What follows belongs to an exercise in optimizing a design on an open flow for small area, a short achievable clock period and few clock cycles; a production flow would make more cautious choices. Where RTL was checked, it was by simulation tests only, not by an equivalence proof against the original.

Setup of alpha:
==> flow/design.v (excerpt) <==
module path_math
    (input [11:0] location,  
     input [11:0] target,  
     input [4:0] current_orientation,  
     input clock,
     input enable,
     input reset,
     output reg done,
     output [4:0] needed_orientation,  
     output [11:0] move_command);
Size in the first run: about 1700 cells after synthesis, roughly 50 I/O pins, about 0.015 sq mm of cells after synthesis.
make LEC_CHECK=0 CAP_MARGIN=20 CORE_MARGIN=2 CORE_UTILIZATION=40 SLEW_MARGIN=20 finish   # period 12.0 ns
run.sh (not shown) runs the stock make flow with config.mk's settings and CLKGATE_MAP_FILE= SYNTH_SCRIPT=/design/flow/synth_recipe.tcl, a recipe that flattens the netlist after the stock synthesis.
Per the final summary, alpha finished and its layout is clean on timing, DRC and antenna.
Testbench counts of alpha, summed over its fixed seeds: cycles 32,000.
Changes in beta relative to alpha:
-- flow/config.mk --
<<< alpha, line 6
export NUM_CORES = 4
export LEC_CHECK = 0
export CAP_MARGIN = 20
export CORE_MARGIN = 2
export CORE_UTILIZATION = 40
export SLEW_MARGIN = 20
>>> beta, line 6
export NUM_CORES = 4
export LEC_CHECK = 0
export ABC_CLOCK_PERIOD_IN_PS = 6000
export CAP_MARGIN = 5
export CORE_MARGIN = 2
export CORE_UTILIZATION = 40
export SETUP_SLACK_MARGIN = 4
export SLEW_MARGIN = 5
Notes after the runs:
- Compared beta against alpha.
- met2 layer wire length in the routed design for beta: 280 um up relative to alpha
- beta vs alpha, post-route non-filler standard cell count went up by 37.
Input-level comparison between gamma and beta:
==> flow/config.mk <==
export PLATFORM = sky130hd
export DESIGN_NAME = path_math
export DESIGN_NICKNAME = path_math
export VERILOG_FILES = /design/flow/design.v
export SDC_FILE = /design/flow/constraint.sdc
export NUM_CORES = 4
export LEC_CHECK = 0
export ABC_CLOCK_PERIOD_IN_PS = 4000
export CAP_MARGIN = 20
export CORE_MARGIN = 2
export CORE_UTILIZATION = 40
export SETUP_SLACK_MARGIN = 5
export SLEW_MARGIN = 20
Findings:
Min non-clock buffer count across gamma and beta: beta
Cmp gamma and beta / routed wire length / lower: beta
When gamma is set beside beta, its relative area of clock buffers and inverters in the final design turns out to be 0.19 points smaller.
Delta (gamma minus beta): post-detailed-placement half-perimeter wirelength stayed essentially flat; fmax rose by about 6%.
Compared with beta, in gamma design area rose about 9%, shortest period the worst path allows fell by 470 ps.

## run a
Another version of the RTL of path_math (not shown whole).
Size in the first run: ~48 flip-flops, roughly 15000 µm² of cells after synthesis.
==> flow/design.v (excerpt) <==
module path_math
    (input [11:0] location,  
     input [11:0] target,  
     input [4:0] current_orientation,  
     input clock,
     input enable,
     input reset,
     output reg done,
     output [4:0] needed_orientation,  
     output [11:0] move_command);
clock: 12.0 ns
lec_check: 0
abc_clock_period_in_ps: 6000
cap_margin: 5
core_margin: 2
core_utilization: 40
setup_slack_margin: 4
slew_margin: 5
The inputs of run b differ from those of run a as listed below.
-- flow/config.mk --
<<< run a, line 7
export LEC_CHECK = 0
export ABC_CLOCK_PERIOD_IN_PS = 6000
export CAP_MARGIN = 5
>>> run b, line 7
export LEC_CHECK = 0
export CAP_MARGIN = 5
[summary]
Re fraction of area in registers: no difference whatsoever between run b and run a. | slew at the pin closest to its max-slew limit | run a vs run b | ≈ equal |. Taking run a as the reference, in run b worst-path maximum fanout did not really move, pin count of the biggest net entering global routing did not really move, met2 layer usage reported by global route did not really move. Overall track demand over capacity in global routing of run b is on par with run a. [compare] base=run a new=run b: total wirelength of the detailed-routed design shows no meaningful change.
Function was not checked in any run of this note: the RTL went through the layout flow alone.

## run 1
Another version of the RTL of path_math (not shown whole).
Size: about 1,800 cells after synthesis, about 50 I/O pins.
export LEC_CHECK = 0
export CAP_MARGIN = 5
export CORE_MARGIN = 2
export CORE_UTILIZATION = 40
export SETUP_SLACK_MARGIN = 5
export SLEW_MARGIN = 5
create_clock -name core_clock -period 12.0 [get_ports {clock}]
standard.sh (not shown) runs the stock make flow with config.mk's settings and CLKGATE_MAP_FILE= SYNTH_SCRIPT=/design/flow/synth_recipe.tcl, a recipe that flattens the netlist after the stock synthesis.
==> flow/flow/run.sh <==
#!/bin/bash
set -euo pipefail
sed -E 's/SETUP_SLACK_MARGIN=[0-9.]+/SETUP_SLACK_MARGIN=6.5/' standard.sh > standard_margin.sh
bash standard_margin.sh > orfs_make.log 2>&1
Run 1 closes out successfully: all stages finished, all timing, DRC and antenna checks passed.
Testbench counts of run 1, summed over its fixed seeds: cycles 32,000.
The following lists how run 2 was set up differently from run 1:
Settings: changing CORE_UTILIZATION from 40 to 70; setting PLACE_DENSITY to 0.8 for the first time.
==> flow/run.sh (new file) <==
#!/bin/bash
# synth_recipe.tcl (not shown) runs the flow's synth.tcl, then flattens the netlist and writes it again
# the make line also repeats each setting of config.mk as NAME=value (left out here)
make -C /OpenROAD-flow-scripts/flow DESIGN_CONFIG=/design/flow/config.mk WORK_HOME=/design/flow/orfs CLKGATE_MAP_FILE= SYNTH_SCRIPT=/design/flow/synth_recipe.tcl finish
removed: flow/flow/run.sh
removed: flow/standard.sh
[summary]
In run 2 relative to run 1, multi-input combinational cell area had gone down by a little under 10%.
Row routed via count: run 2 higher / run 1 lower
When the final numbers for run 1 and run 2 were put side by side, the layout cell share with drive strength beyond 1 turned out to be smaller in run 2.
Taking run 1 as the reference, in run 2 final period utilization shows an increase of 1.7 points, final standard cell count with taps included and fillers excluded shrank by 279, routed wire length saw a decrease.
Relative to run 2, the following input files were edited for run 3:
Settings: changing CORE_UTILIZATION from 70 to 40.
Notes after the runs:
Run 3 against run 2; total via count in the routed design is down slightly. Lower number of fill cells was reported by run 2, not run 3. Number of antenna violations at the first check in global routing came out higher on run 3 than on run 2. Run 3 — maximum fanout count along the critical path 3 lower, run 2 as reference. Run 3 vs. run 2: clock-cell share of area closely matched the old numbers; effective utilization at floorplan decreased by 31 points relative to the old numbers.

-- static timing again, ports no longer ideal --
How much do the figures lean on ideal ports? The routed layouts below were timed once more, with nothing changed but the port constraints.
Step 1, drivers: a clkbuf_16 drives clock and a buf_2 each remaining input, both assumed.
Step 2 times the ports against the registers' clock, not the clock port: input delays grow and output delays shrink by t, the midpoint of the rising clock arrivals with the driver on.
Three values: ideal, step 1, step 2; two values: the first two.
| run | shift t [ns] | setup slack, ns | hold WS [ns] | clock arrival spread, ns |
|---|---|---|---|---|
| alpha | 0.342 | 3.268 / 3.291 / 2.949 | 0.500 / 0.500 / 0.500 | 0.006 / 0.006 |
| beta | 0.339 | 4.219 / 4.237 / 3.898 | 0.500 / 0.500 / 0.500 | 0.006 / 0.005 |
| gamma | 0.339 | 4.684 / 4.695 / 4.356 | 0.524 / 0.524 / 0.524 | 0.007 / 0.006 |
| run a | 0.328 | 4.348 / 4.310 / 4.072 | 0.494 / 0.494 / 0.494 | 0.013 / 0.013 |
| run b | 0.328 | 4.348 / 4.310 / 4.072 | 0.494 / 0.494 / 0.494 | 0.013 / 0.013 |
| run 1 | 0.319 | 5.286 / 5.293 / 4.974 | 0.503 / 0.503 / 0.503 | 0.006 / 0.006 |
| run 2 | 0.323 | 5.087 / 5.051 / 4.817 | 0.478 / 0.478 / 0.478 | 0.005 / 0.005 |
| run 3 | 0.341 | 5.073 / 5.031 / 4.809 | 0.461 / 0.461 / 0.461 | 0.016 / 0.015 |
After both steps setup and hold are still met in every run listed. The setup slack of gamma, which loses most, moves by +0.011 ns with the drivers and by -0.328 ns with both steps.
